Background: an optimization exercise with open tools, aiming at small area. Do not read the settings as production practice.
RTL that was checked went through simulation tests only; none was proved equivalent to the original.
No functional check of the RTL was part of run 2.

## flow/design.v (module list and top-level ports; edited modules follow where they fit)
// module alu: 111 lines
// module mul33: 1153 lines
// module bpp: 3 lines
module alu #(
	parameter DATA_WIDTH = 32,
	parameter INST_WIDTH = 4
)(
	input                   i_clk,
	input                   i_rst_n,
	input  [DATA_WIDTH-1:0] i_data_a,
	input  [DATA_WIDTH-1:0] i_data_b,
	input  [INST_WIDTH-1:0] i_inst,
	input                   i_valid,
	output [DATA_WIDTH-1:0] o_data,
	output                  o_overflow,
	output                  o_valid
);
  // ...
==> flow/flow/run.sh <==
#!/bin/bash
# Standard synthesis (adders mapped as Brent-Kung), then a polarity clean-up of the synthesized netlist
# (flow/fixpol.py: removes the inverters Yosys's full-adder extraction leaves
# between full adders, choosing De Morgan duals of gates where that needs
# fewer inverters, and setting every gate to its smallest drive, which the
# resizer sizes up where timing needs it), then the standard layout from floorplan on, with the
# port buffers made of buf_2.
set -euo pipefail
R=orfs/results/sky130hd/alu/base
# SYNTH_OPERATIONS_ARGS set (to a no-op) keeps ORFS from adding its Kogge-Stone
# carry-lookahead map, so Yosys's own Brent-Kung map builds the adders
bash standard.sh 'SYNTH_OPERATIONS_ARGS=-top alu' synth > synth.log 2>&1
cp $R/1_2_yosys.v 1_2_yosys.standard.v
python3 flow/fixpol.py 1_2_yosys.standard.v $R/1_2_yosys.v --downsize > fixpol.log 2>&1
rm -f $R/1_synth.odb $R/1_synth.sdc
export BUFFER_PORTS_ARGS="-buffer_cell sky130_fd_sc_hd__buf_2"
bash standard.sh finish > layout.log 2>&1
==> flow/standard.sh <==
#!/bin/bash
# synth_recipe.tcl (not shown) runs the flow's synth.tcl, then flattens the netlist and writes it again
# the make line also repeats each setting of config.mk as NAME=value (left out here)
make -C /OpenROAD-flow-scripts/flow DESIGN_CONFIG=/design/flow/config.mk WORK_HOME=/design/flow/orfs CLKGATE_MAP_FILE= SYNTH_SCRIPT=/design/flow/synth_recipe.tcl "${@:-finish}"
==> flow/config.mk <==
export PLATFORM = sky130hd
export DESIGN_NAME = alu
export DESIGN_NICKNAME = alu
export VERILOG_FILES = /design/flow/design.v
export SDC_FILE = /design/flow/constraint.sdc
export NUM_CORES = 4
export LEC_CHECK = 0
export CAP_MARGIN = 20
export CORE_MARGIN = 2
export CORE_UTILIZATION = 40
export CTS_BUF_LIST = sky130_fd_sc_hd__clkbuf_8
export CTS_CLUSTER_DIAMETER = 300
export CTS_CLUSTER_SIZE = 40
export PLACE_DENSITY = 0.75
export SLEW_MARGIN = 20
export SYNTH_HIERARCHICAL = 1
export SYNTH_MINIMUM_KEEP_SIZE = 0
==> flow/constraint.sdc <==
create_clock -name core_clock -period 12.0 [get_ports {i_clk}]
set_input_delay 2.4000 -clock core_clock [delete_from_list [all_inputs] [get_ports {i_clk}]]
set_output_delay 2.4000 -clock core_clock [all_outputs]
set_load 0.01 [all_outputs]
Not shown: flow/flow/fixpol.py
==> metrics.yaml, run 1 <==
global_route:
  grt_usage_pct: 31.9
  grt_pass1_vias: 15600
  grt_pass1_wl_um: 94000
outcome:
  status: "no timing/DRC/antenna violations"
routing:
  final_antenna_net_count: 0
  wl_met2_um: 27500
  wl_met3_um: 8770
  drt_first_iter_violations: 2201
  wl_met1_um: 22000
  wl_per_cell_um: 28.1
sta:
  drv_slew: 0
  relSlewSlack_pct: 27.9
  rsz0062_at_grt: "false"
  finalSetupViolCount: 0
  finalHoldViolCount: 0
finish:
  nFillCells: 3608
  final.clkbuf_count: 5
  nonClkBufAreaFrac_pct: 5.69
  top_register: "o_data_r"
  multi_input_area_share_pct: 83.3
  layout-drive-gt1-share_pct: 15.3
  largest_reg_flops: 32
clock_tree:
  cts_made_buffers: 5
  postCtsHoldBufs: 0
setup_path:
  max_stage_delay_ps: 660
synthesis:
  ys_warn_count: 7
==> module alu, before the edit <==
module alu #(
	parameter DATA_WIDTH = 32,
	parameter INST_WIDTH = 4
)(
	input                   i_clk,
	input                   i_rst_n,
	input  [DATA_WIDTH-1:0] i_data_a,
	input  [DATA_WIDTH-1:0] i_data_b,
	input  [INST_WIDTH-1:0] i_inst,
	input                   i_valid,
	output [DATA_WIDTH-1:0] o_data,
	output                  o_overflow,
	output                  o_valid
);
	wire [31:0] a = i_data_a;
	wire [31:0] b = i_data_b;
	wire [3:0]  op = i_inst;
	wire        sub = (op == 4'd1) | (op == 4'd3) | (op == 4'd4) | (op == 4'd6) | (op == 4'd8) | (op == 4'd9);
	wire [31:0] bxx = b ^ {32{sub}};
	wire rs0 = a[0] ^ bxx[0] ^ sub;
	wire rc0 = (a[0] & bxx[0]) | (a[0] & sub) | (bxx[0] & sub);
	wire rs1 = a[1] ^ bxx[1] ^ rc0;
	wire rc1 = (a[1] & bxx[1]) | (a[1] & rc0) | (bxx[1] & rc0);
	wire rs2 = a[2] ^ bxx[2] ^ rc1;
	wire rc2 = (a[2] & bxx[2]) | (a[2] & rc1) | (bxx[2] & rc1);
	wire rs3 = a[3] ^ bxx[3] ^ rc2;
	wire rc3 = (a[3] & bxx[3]) | (a[3] & rc2) | (bxx[3] & rc2);
	wire rs4 = a[4] ^ bxx[4] ^ rc3;
	wire rc4 = (a[4] & bxx[4]) | (a[4] & rc3) | (bxx[4] & rc3);
	wire rs5 = a[5] ^ bxx[5] ^ rc4;
	wire rc5 = (a[5] & bxx[5]) | (a[5] & rc4) | (bxx[5] & rc4);
	wire rs6 = a[6] ^ bxx[6] ^ rc5;
	wire rc6 = (a[6] & bxx[6]) | (a[6] & rc5) | (bxx[6] & rc5);
	wire rs7 = a[7] ^ bxx[7] ^ rc6;
	wire rc7 = (a[7] & bxx[7]) | (a[7] & rc6) | (bxx[7] & rc6);
	wire [24:0] rhi = {1'b0, a[31:8]} + {1'b0, bxx[31:8]} + rc7;
	wire [32:0] s = {rhi, rs7, rs6, rs5, rs4, rs3, rs2, rs1, rs0};
	wire [31:0] sum = s[31:0];
	wire        cout = s[32];
	wire        bx   = b[31] ^ sub;
	wire        sovf = (a[31] == bx) & (sum[31] != a[31]);
	wire        lt_u = ~cout;               
	wire        lt_s = sum[31] ^ sovf;      
	wire [32:0] p;
	mul33 u_mul (.a(a), .b(b), .p(p));
	wire [31:0] bsuf;   
	assign bsuf[31] = b[31];
	genvar k;
	generate
		for (k = 30; k >= 0; k = k - 1) begin : g_suf
			assign bsuf[k] = bsuf[k+1] | b[k];
		end
	endgenerate
	wire [30:0] big_t;
	generate
		for (k = 1; k < 32; k = k + 1) begin : g_big
			assign big_t[k-1] = a[k] & bsuf[32-k];
		end
	endgenerate
	wire umul_ov = p[32] | (|big_t);
	wire smul_ov = p[31] ^ a[31] ^ b[31];
	wire [31:0] rev;
	generate
		for (k = 0; k < 32; k = k + 1) begin : g_rev
			assign rev[k] = a[31-k];
		end
	endgenerate
	wire is_max_min = (op == 4'd3) | (op == 4'd4) | (op == 4'd8) | (op == 4'd9);
	wire pick_b = ((op == 4'd3) & lt_s) | ((op == 4'd4) & ~lt_s) |
	              ((op == 4'd8) & lt_u) | ((op == 4'd9) & ~lt_u);
	wire pick_a = is_max_min & ~pick_b;
	wire op_and = (op == 4'd10);
	wire op_or  = (op == 4'd11);
	wire op_xor = (op == 4'd12);
	wire op_not = (op == 4'd13);
	wire [3:0] lut;    
	assign lut[0] = i_valid & op_not;
	assign lut[1] = i_valid & (pick_b | op_or | op_xor | op_not);
	assign lut[2] = i_valid & (pick_a | op_or | op_xor);
	assign lut[3] = i_valid & (pick_a | pick_b | op_and | op_or);
	wire sel_sum = i_valid & ((op == 4'd0) | (op == 4'd1) | (op == 4'd5) | (op == 4'd6));
	wire sel_mul = i_valid & ((op == 4'd2) | (op == 4'd7));
	wire sel_rev = i_valid & (op == 4'd14);
	wire [31:0] d_w;
	generate
		for (k = 0; k < 32; k = k + 1) begin : g_out
			assign d_w[k] = lut[{a[k], b[k]}] | (sel_sum & sum[k]) | (sel_mul & p[k]) | (sel_rev & a[31-k]);
		end
	endgenerate
	wire ov_w = i_valid & (((op == 4'd0) | (op == 4'd1)) & sovf |
	                      (op == 4'd5) & cout | (op == 4'd6) & lt_u |
	                      (op == 4'd2) & smul_ov | (op == 4'd7) & umul_ov);
	reg [31:0] o_data_r;
	reg        o_overflow_r;
	reg        o_valid_r;
	assign o_data = o_data_r;
	assign o_overflow = o_overflow_r;
	assign o_valid = o_valid_r;
	always @(posedge i_clk or negedge i_rst_n) begin
		if (~i_rst_n) begin
			o_data_r <= 32'd0;
			o_overflow_r <= 1'b0;
			o_valid_r <= 1'b0;
		end
		else begin
			o_data_r <= d_w;
			o_overflow_r <= ov_w;
			o_valid_r <= i_valid;
		end
	end
endmodule
==> inputs of run 2 (changes only) <==
--- a/flow/design.v
+++ b/flow/design.v
@@ -28,18 +28,26 @@
 	wire rs4 = a[4] ^ bxx[4] ^ rc3;
 	wire rc4 = (a[4] & bxx[4]) | (a[4] & rc3) | (bxx[4] & rc3);
 	wire rs5 = a[5] ^ bxx[5] ^ rc4;
 	wire rc5 = (a[5] & bxx[5]) | (a[5] & rc4) | (bxx[5] & rc4);
 	wire rs6 = a[6] ^ bxx[6] ^ rc5;
 	wire rc6 = (a[6] & bxx[6]) | (a[6] & rc5) | (bxx[6] & rc5);
 	wire rs7 = a[7] ^ bxx[7] ^ rc6;
 	wire rc7 = (a[7] & bxx[7]) | (a[7] & rc6) | (bxx[7] & rc6);
-	wire [24:0] rhi = {1'b0, a[31:8]} + {1'b0, bxx[31:8]} + rc7;
-	wire [32:0] s = {rhi, rs7, rs6, rs5, rs4, rs3, rs2, rs1, rs0};
+	wire rs8 = a[8] ^ bxx[8] ^ rc7;
+	wire rc8 = (a[8] & bxx[8]) | (a[8] & rc7) | (bxx[8] & rc7);
+	wire rs9 = a[9] ^ bxx[9] ^ rc8;
+	wire rc9 = (a[9] & bxx[9]) | (a[9] & rc8) | (bxx[9] & rc8);
+	wire rs10 = a[10] ^ bxx[10] ^ rc9;
+	wire rc10 = (a[10] & bxx[10]) | (a[10] & rc9) | (bxx[10] & rc9);
+	wire rs11 = a[11] ^ bxx[11] ^ rc10;
+	wire rc11 = (a[11] & bxx[11]) | (a[11] & rc10) | (bxx[11] & rc10);
+	wire [20:0] rhi = {1'b0, a[31:12]} + {1'b0, bxx[31:12]} + rc11;
+	wire [32:0] s = {rhi, rs11, rs10, rs9, rs8, rs7, rs6, rs5, rs4, rs3, rs2, rs1, rs0};
 	wire [31:0] sum = s[31:0];
 	wire        cout = s[32];
 	wire        bx   = b[31] ^ sub;
 	wire        sovf = (a[31] == bx) & (sum[31] != a[31]);
 	wire        lt_u = ~cout;               
 	wire        lt_s = sum[31] ^ sovf;      
 	wire [32:0] p;
 	mul33 u_mul (.a(a), .b(b), .p(p));
@@ -1212,56 +1220,48 @@
 	wire fs489 = hc424 ^ fs425 ^ fc488;
 	wire fc490 = (hc424 & fs425) | (hc424 & fc488) | (fs425 & fc488);
 	wire fs491 = fc426 ^ fs427 ^ fc490;
 	wire fc492 = (fc426 & fs427) | (fc426 & fc490) | (fs427 & fc490);
 	wire fs493 = fc428 ^ fs429 ^ fc492;
 	wire fc494 = (fc428 & fs429) | (fc428 & fc492) | (fs429 & fc492);
 	wire fs495 = fc430 ^ fs431 ^ fc494;
 	wire fc496 = (fc430 & fs431) | (fc430 & fc494) | (fs431 & fc494);
-	wire fs497 = fc432 ^ fs433 ^ fc496;
-	wire fc498 = (fc432 & fs433) | (fc432 & fc496) | (fs433 & fc496);
-	wire fs499 = fc434 ^ fs435 ^ fc498;
-	wire fc500 = (fc434 & fs435) | (fc434 & fc498) | (fs435 & fc498);
-	wire fs501 = fc436 ^ fs437 ^ fc500;
-	wire fc502 = (fc436 & fs437) | (fc436 & fc500) | (fs437 & fc500);
-	wire fs503 = fc438 ^ fs439 ^ fc502;
-	wire fc504 = (fc438 & fs439) | (fc438 & fc502) | (fs439 & fc502);
-	wire [19:0] fx = {fc478, fc476, fc474, fc472, fc470, fc468, fc466, fc464, fc462, fc460, fc458, fc456, fc454, fc452, fc450, fc448, fc446, fc444, fc442, fc440};
-	wire [19:0] fy = {fs479, fs477, fs475, fs473, fs471, fs469, fs467, fs465, fs463, fs461, fs459, fs457, fs455, fs453, fs451, fs449, fs447, fs445, fs443, fs441};
-	wire [20:0] fsum = fx + fy + fc504;
+	wire [23:0] fx = {fc478, fc476, fc474, fc472, fc470, fc468, fc466, fc464, fc462, fc460, fc458, fc456, fc454, fc452, fc450, fc448, fc446, fc444, fc442, fc440, fc438, fc436, fc434, fc432};
+	wire [23:0] fy = {fs479, fs477, fs475, fs473, fs471, fs469, fs467, fs465, fs463, fs461, fs459, fs457, fs455, fs453, fs451, fs449, fs447, fs445, fs443, fs441, fs439, fs437, fs435, fs433};
+	wire [24:0] fsum = fx + fy + fc496;
 	assign p[0] = hs481;
 	assign p[1] = hs483;
 	assign p[2] = fs485;
 	assign p[3] = fs487;
 	assign p[4] = fs489;
 	assign p[5] = fs491;
 	assign p[6] = fs493;
 	assign p[7] = fs495;
-	assign p[8] = fs497;
-	assign p[9] = fs499;
-	assign p[10] = fs501;
-	assign p[11] = fs503;
-	assign p[12] = fsum[0];
-	assign p[13] = fsum[1];
-	assign p[14] = fsum[2];
-	assign p[15] = fsum[3];
-	assign p[16] = fsum[4];
-	assign p[17] = fsum[5];
-	assign p[18] = fsum[6];
-	assign p[19] = fsum[7];
-	assign p[20] = fsum[8];
-	assign p[21] = fsum[9];
-	assign p[22] = fsum[10];
-	assign p[23] = fsum[11];
-	assign p[24] = fsum[12];
-	assign p[25] = fsum[13];
-	assign p[26] = fsum[14];
-	assign p[27] = fsum[15];
-	assign p[28] = fsum[16];
-	assign p[29] = fsum[17];
-	assign p[30] = fsum[18];
-	assign p[31] = fsum[19];
-	assign p[32] = (pp_0_32 ^ pp_1_30 ^ pp_2_28 ^ pp_3_26 ^ pp_4_24 ^ pp_5_22 ^ pp_6_20 ^ pp_7_18 ^ pp_8_16 ^ pp_9_14 ^ pp_10_12 ^ pp_11_10 ^ pp_12_8 ^ pp_13_6 ^ pp_14_4 ^ pp_15_2 ^ pp_16_0 ^ bn16 ^ fc34 ^ fc36 ^ fc38 ^ hc40 ^ fc138 ^ fc140 ^ fc142 ^ fc144 ^ fc260 ^ fc262 ^ fc264 ^ fc362 ^ fc364 ^ fc420 ^ fc480 ^ fsum[20]);
+	assign p[8] = fsum[0];
+	assign p[9] = fsum[1];
+	assign p[10] = fsum[2];
+	assign p[11] = fsum[3];
+	assign p[12] = fsum[4];
+	assign p[13] = fsum[5];
+	assign p[14] = fsum[6];
+	assign p[15] = fsum[7];
+	assign p[16] = fsum[8];
+	assign p[17] = fsum[9];
+	assign p[18] = fsum[10];
+	assign p[19] = fsum[11];
+	assign p[20] = fsum[12];
+	assign p[21] = fsum[13];
+	assign p[22] = fsum[14];
+	assign p[23] = fsum[15];
+	assign p[24] = fsum[16];
+	assign p[25] = fsum[17];
+	assign p[26] = fsum[18];
+	assign p[27] = fsum[19];
+	assign p[28] = fsum[20];
+	assign p[29] = fsum[21];
+	assign p[30] = fsum[22];
+	assign p[31] = fsum[23];
+	assign p[32] = (pp_0_32 ^ pp_1_30 ^ pp_2_28 ^ pp_3_26 ^ pp_4_24 ^ pp_5_22 ^ pp_6_20 ^ pp_7_18 ^ pp_8_16 ^ pp_9_14 ^ pp_10_12 ^ pp_11_10 ^ pp_12_8 ^ pp_13_6 ^ pp_14_4 ^ pp_15_2 ^ pp_16_0 ^ bn16 ^ fc34 ^ fc36 ^ fc38 ^ hc40 ^ fc138 ^ fc140 ^ fc142 ^ fc144 ^ fc260 ^ fc262 ^ fc264 ^ fc362 ^ fc364 ^ fc420 ^ fc480 ^ fsum[24]);
 endmodule
 module bpp (input one, input two, input neg, input aj, input aj1, output y);
 	assign y = ((one & aj) | (two & aj1)) ^ neg;
 endmodule
==> run 2 against run 1 <==
Count of clock-buffer cells in the layout is the same. Critical path type unchanged. First-iteration DRC count rose by 0.18%. Worst hold slack improved by 7.1 ps. Non-clock buffer count rose by 9. Critical endpoint is now o_data_r[16]$_DFF_PN0_. Still clean.
==> metrics.yaml, run 2 <==
setup_path:
  setup.worst_path.end_class: "register"
  cp_common_cell: "fa_1"
  max_stage_delay_ps: 420  # -240 ps
  cp-startpoint: "i_inst[3]"
  critPathSlowestCell: "fa_1"
  crit_type: "primary input to register"
  cp.required_ps: 12180
  cp_max_fo: 32
  cp_data_arrival_time_ps: 11860
  start_kind: "primary input"
global_route:
  grt_usage_pct: 30.3  # -1.5 points
  grt_overflow_total: 0
  grt_pass1_vias: 16000  # +2.5%
  antenna_found_initial: 3
  grt_pass1_wl_um: 94500  # +0.50%
  grt_max_degree: 35
sta:
  relSlewSlack_pct: 22.7  # -5.2 points
  finalSetupViolCount: 0  # unchanged
  finalSetupTns_ps: 0
  finalCriticalPeriod_ps: 11680
  fmax_mhz: 85.6
  finalHoldViolCount: 0  # unchanged
  drv_slew: 0  # unchanged
  fin_crit_sh_pct: 97.3
  rsz0062_at_grt: "false"
  worstMarginPinSlew_ps: 1160
  whs_ps: 2230
synthesis:
  syn_area_mm2: 0.0154
  ys_warn_count: 7  # unchanged
  postSynthCellCount: 1590
  synth_nets: 1974
  syn_area_per_cell_um2: 9.69
placed_design:
  placed_cells: 2273
  io_buffers: 104
  gp_congestion: 0.984
  hpwl_um: 45200
finish:
  top_register: "o_data_r"
  reg_top3: "o_data_r x32, o_overflow_r x1, o_valid_r x1"
  layout.nets: 2153
  nFillCells: 3589  # -0.53%
  stdcell_count: 2280
  layout-drive-gt1-share_pct: 15.0  # -0.22 points
  diodes: 0
  largest_reg_flops: 32  # unchanged
  area_delta_synth_final_pct: 12.1
  layout_commonest_cell: "xnor2_1"
  most-common-layout-cells: "311 x xnor2_1, 276 x a22oi_1, 239 x fa_1, 104 x buf_2, 100 x nand2_1"
routing:
  drc_errors: 0
  routed_wl_um: 62000
  vias: 15600
  viasPerCell: 6.84
  final_antenna_net_count: 0  # unchanged
  drt_first_iter_violations: 2205  # +0.18%
  wl_per_cell_um: 27.2  # -3.2%
  drtPass1Iterations: 6
clock_tree:
  htreeDepth: 2
  tritoncts: "built"
  postCtsHoldBufs: 0  # unchanged
  cts_buffer_depth: 2
  clk_pin_slew_ps: 90
  cts_made_buffers: 5  # unchanged
  postCtsSetupBuffers: 0
  root_buffer: "clkbuf_8"
  numClockSinks: 34
  cts_resized: 0
die:
  dieArea_mm2: 0.0401
  die_h_um: 200
  rows: 71
  core_area_mm2: 0.0378
  start_util_pct: 40.8
  io_pins: 105
  die_w_um: 200
outcome:
  status: "no timing/DRC/antenna violations"
worst_hold_path:
  worstHoldPathType: "primary input to async pin"
run:
  cap_violations: 0
-- run 2: final timing paths --
path                                          end  slack [ps]
min in group core_clock       o_valid_r$_DFF_PN0_        2450
worst min-delay path          o_valid_r$_DFF_PN0_        2230
worst max-delay path       o_data_r[16]$_DFF_PN0_         320
max in group asynchronous   o_data_r[5]$_DFF_PN0_        9190
-- run 2: area by class of cell --
cell class                      instances  area [um^2]  area share, %
Timing Repair Buffer                  172         1040           6.04
Clock inverter                          2         11.3         0.0652
Clock buffer                            5         68.8          0.398
Multi-Input combinational cell       1505        14500           83.8
Sequential cell                        34          851           4.93
Tap cell                              511          639           3.70
Inverter                               51          191           1.11
-- run 2: critical path: cells and delay by family --
kind            cells  cell delay, ps
buf+inv             3             560
fa+ha+maj          14            5610
simple gates        4             720
xor+xnor            1             170
compound gates     11            2380
-- run 2: layer usage --
metal | GRT usage, % | wire [um] | vias to the layer above
met3 | 7.44 | 8260 | 303
li1 | - | - | 6300
met4 | 15.6 | 3680 | 6
met1 | 39.6 | 22800 | 7695
met2 | 46.6 | 27300 | 1294
met5 | 0 | 40 | -
-- run 2: metrics by stage --
step           utilization [%]  area [um^2]  setup WS, ps
6_report                  45.7        17300           320
2_1_floorplan                -        15500          8.67
3_3_place_gp              45.5        17200           247
3_5_place_dp              45.5        17200           113
4_1_cts                   45.7        17300           405
5_1_grt                   45.7        17300          28.6
==> inputs of run 3 (changes only) <==
--- a/flow/design.v
+++ b/flow/design.v
@@ -35,12 +35,4 @@
 	wire rc7 = (a[7] & bxx[7]) | (a[7] & rc6) | (bxx[7] & rc6);
-	wire rs8 = a[8] ^ bxx[8] ^ rc7;
-	wire rc8 = (a[8] & bxx[8]) | (a[8] & rc7) | (bxx[8] & rc7);
-	wire rs9 = a[9] ^ bxx[9] ^ rc8;
-	wire rc9 = (a[9] & bxx[9]) | (a[9] & rc8) | (bxx[9] & rc8);
-	wire rs10 = a[10] ^ bxx[10] ^ rc9;
-	wire rc10 = (a[10] & bxx[10]) | (a[10] & rc9) | (bxx[10] & rc9);
-	wire rs11 = a[11] ^ bxx[11] ^ rc10;
-	wire rc11 = (a[11] & bxx[11]) | (a[11] & rc10) | (bxx[11] & rc10);
-	wire [20:0] rhi = {1'b0, a[31:12]} + {1'b0, bxx[31:12]} + rc11;
-	wire [32:0] s = {rhi, rs11, rs10, rs9, rs8, rs7, rs6, rs5, rs4, rs3, rs2, rs1, rs0};
+	wire [24:0] rhi = {1'b0, a[31:8]} + {1'b0, bxx[31:8]} + rc7;
+	wire [32:0] s = {rhi, rs7, rs6, rs5, rs4, rs3, rs2, rs1, rs0};
 	wire [31:0] sum = s[31:0];
==> run 3 against run 2 <==
Non-clock buffer count down 16. Area after synthesis fell by 1.5%. Sequential cell count did not move. Wire length fell by 2.0%. Sequential share of layout area is 0.11 points higher. Worst setup slack better by 750 ps. Worst hold slack got worse by 7.8 ps. Highest routed layer unchanged.
==> metrics.yaml, run 3 <==
finish:
  largest_reg_flops: 32  # unchanged
  layout.nets: 2097  # -2.6%
  stdcell_count: 2223  # -2.5%
  top_register: "o_data_r"
  stdcell_area_mm2: 0.0169  # -2.1%
  reg_top3: "o_data_r x32, o_overflow_r x1, o_valid_r x1"
  layout-drive-gt1-share_pct: 14.4  # -0.66 points
  area_delta_synth_final_pct: 11.4
  fin_util_pct: 45.1  # -0.66 points
  nFillCells: 3637  # +1.3%
  layout_commonest_cell: "xnor2_1"
  most-common-layout-cells: "286 x xnor2_1, 245 x a22oi_1, 239 x fa_1, 104 x buf_2, 100 x xor2_1"
die:
  core_area_mm2: 0.0375  # -0.71%
  rows: 71  # unchanged
  dieArea_mm2: 0.0395  # -1.5%
  io_pins: 105  # unchanged
  start_util_pct: 40.5  # -0.32 points
  die_h_um: 199  # -0.74%
  die_w_um: 199  # -0.74%
sta:
  finalCriticalPeriod_ps: 10930  # -754 ps
  drv_slew: 0  # unchanged
  relSlewSlack_pct: 31.8  # +9.0 points
  worst_slack_ps: 1070  # +754 ps
  fin_crit_sh_pct: 91.0  # -6.3 points
  finalSetupViolCount: 0  # unchanged
  fmax_mhz: 91.5  # +6.9%
  finalSetupTns_ps: 0  # unchanged
  finalHoldViolCount: 0  # unchanged
  rsz0062_at_grt: "false"
  worstMarginPinSlew_ps: 1020  # -143 ps
setup_path:
  cp_max_fo: 32  # unchanged
  max_stage_delay_ps: 820  # +400 ps
  crit_type: "primary input to register"
  start_kind: "primary input"
  cp_data_arrival_time_ps: 11140  # -720 ps
  cp_common_cell: "fa_1"
  cp.required_ps: 12220  # +40 ps
  critPathSlowestCell: "mux2_2"
  setup.worst_path.end_class: "register"
clock_tree:
  cts_made_buffers: 5  # unchanged
  tritoncts: "built"
  htreeDepth: 2  # unchanged
  root_buffer: "clkbuf_8"
  numClockSinks: 34  # unchanged
  clk_pin_slew_ps: 80  # about the same
  cts_resized: 0  # unchanged
  cts_buffer_depth: 2  # unchanged
  postCtsSetupBuffers: 0  # unchanged
  postCtsHoldBufs: 0  # unchanged
placed_design:
  io_buffers: 104  # unchanged
  placed_cells: 2215  # -2.6%
  placed_area_mm2: 0.0168  # -2.1%
  gp_congestion: 0.966  # -1.8%
  hpwl_um: 44000  # -2.7%
  dpl_worst_slack_ps: 831  # +718 ps
routing:
  final_antenna_net_count: 0  # unchanged
  drc_errors: 0  # unchanged
  drt_first_iter_violations: 1810  # -18%
  routed_wl_um: 60800  # -2.0%
  wl_per_cell_um: 27.4  # +0.53%
  viasPerCell: 6.65  # -2.9%
  vias: 14800  # -5.3%
  drtPass1Iterations: 6  # unchanged
run:
  cap_violations: 0  # unchanged
synthesis:
  postSynthCellCount: 1548  # -2.6%
  syn_area_mm2: 0.0152  # -1.5%
  syn_area_per_cell_um2: 9.80  # +1.2%
  synth_nets: 1934  # -2.0%
  ys_warn_count: 7  # unchanged
global_route:
  grt_usage_pct: 31.1  # +0.74 points
  grt_pass1_vias: 15100  # -5.2%
  grt_max_degree: 42  # +20%
  antenna_found_initial: 1  # -2
  grt_pass1_wl_um: 92400  # -2.1%
  grt_overflow_total: 0  # unchanged
outcome:
  status: "no timing/DRC/antenna violations"
worst_hold_path:
  worstHoldPathType: "primary input to async pin"
[run 3: cell count changes in the layout (fill, tap and decap cells not counted), sizes merged, moves of 22 or more]
cell	change
o211ai	+27
a222oi	-24
xnor2	-25
nand2	-22
a221o	+23
nor2	-44
xor2	+28
a211o	-23
nor3	+30
a22oi	-31
o311ai	+24
o22ai	+31
[run 3: through the flow]
step           hold WS, ps
5_1_grt               2280
2_1_floorplan         2100
6_report              2220
3_3_place_gp          2590
4_1_cts               2250
3_5_place_dp          2600
[run 3: per-layer routing]
| metal | routed length [um] | track usage (%) | vias to the layer above | share of wire [%] |
|---|---|---|---|---|
| met2 | 27700 | 48.4 | 1050 | 46 |
| met5 | 13 | 0 | - | 0.021 |
| met3 | 7070 | 8.51 | 215 | 12 |
| met1 | 22700 | 39.3 | 7362 | 37 |
| li1 | - | - | 6145 | - |
| met4 | 3300 | 16.3 | 2 | 5.4 |
[run 3: worst paths after layout]
kind                           start                endpoint  slack, ps  cells after the start
worst max-delay path       i_inst[3]   o_data_r[0]$_DFF_PN0_       1070                     29
worst min-delay path         i_rst_n  o_data_r[31]$_DFF_PN0_       2220                      1
max in group asynchronous    i_rst_n   o_data_r[6]$_DFF_PN0_       9190                      1
min in group core_clock      i_valid     o_valid_r$_DFF_PN0_       2320                      1
[run 3: layout make-up]
class	count	area [um^2]	share of cell area, %
diodes	1	2.50	0.0148
flip-flops and latches	34	851	5.03
clock buffers	5	68.8	0.407
inverters	62	233	1.38
clock inverters	2	7.51	0.0444
multi-input cells	1452	14200	83.9
repair buffers	156	911	5.39
well taps	511	639	3.78
[run 3: worst max-delay path: cells and delay by family]
kind	cells	cell delay, ps
AOI/OAI and AO/OA	11	2520
xor gates and xnor gates	1	190
adders and majority gates	10	4140
buffers and inverters	2	490
muxes	2	910
and+or+nand+nor	3	450

==> re-timing with driven ports <==
The flow's constraints put no driver on any port. The routed layouts listed below were extracted and timed again, unchanged, in two steps. Step 1: set_driving_cell puts a clkbuf_16 on i_clk and a buf_2 on each other input, an assumption about the parent block. Step 2 moves the port delays by t, midway between the first and last clock arrival at a register: inputs arrive t later, outputs are due t later. That takes back most of the time a late clock gives input paths. Slacks: ideal ports / drivers / drivers and shift; pairs: ideal ports / drivers.
run	t, ns	slack for setup (ns)	worst register clock-pin slew, ns
run 1	0.347	0.371 / 0.307 / -0.039	0.10 / 0.10
run 2	0.335	0.320 / 0.343 / 0.008	0.09 / 0.09
run 3	0.356	1.075 / 1.089 / 0.733	0.08 / 0.08
Met with ideal ports but missed after step 2: setup timing in run 1. For run 1, which loses most, drivers alone change the setup slack by -0.064 ns; drivers and shift together by -0.410 ns.
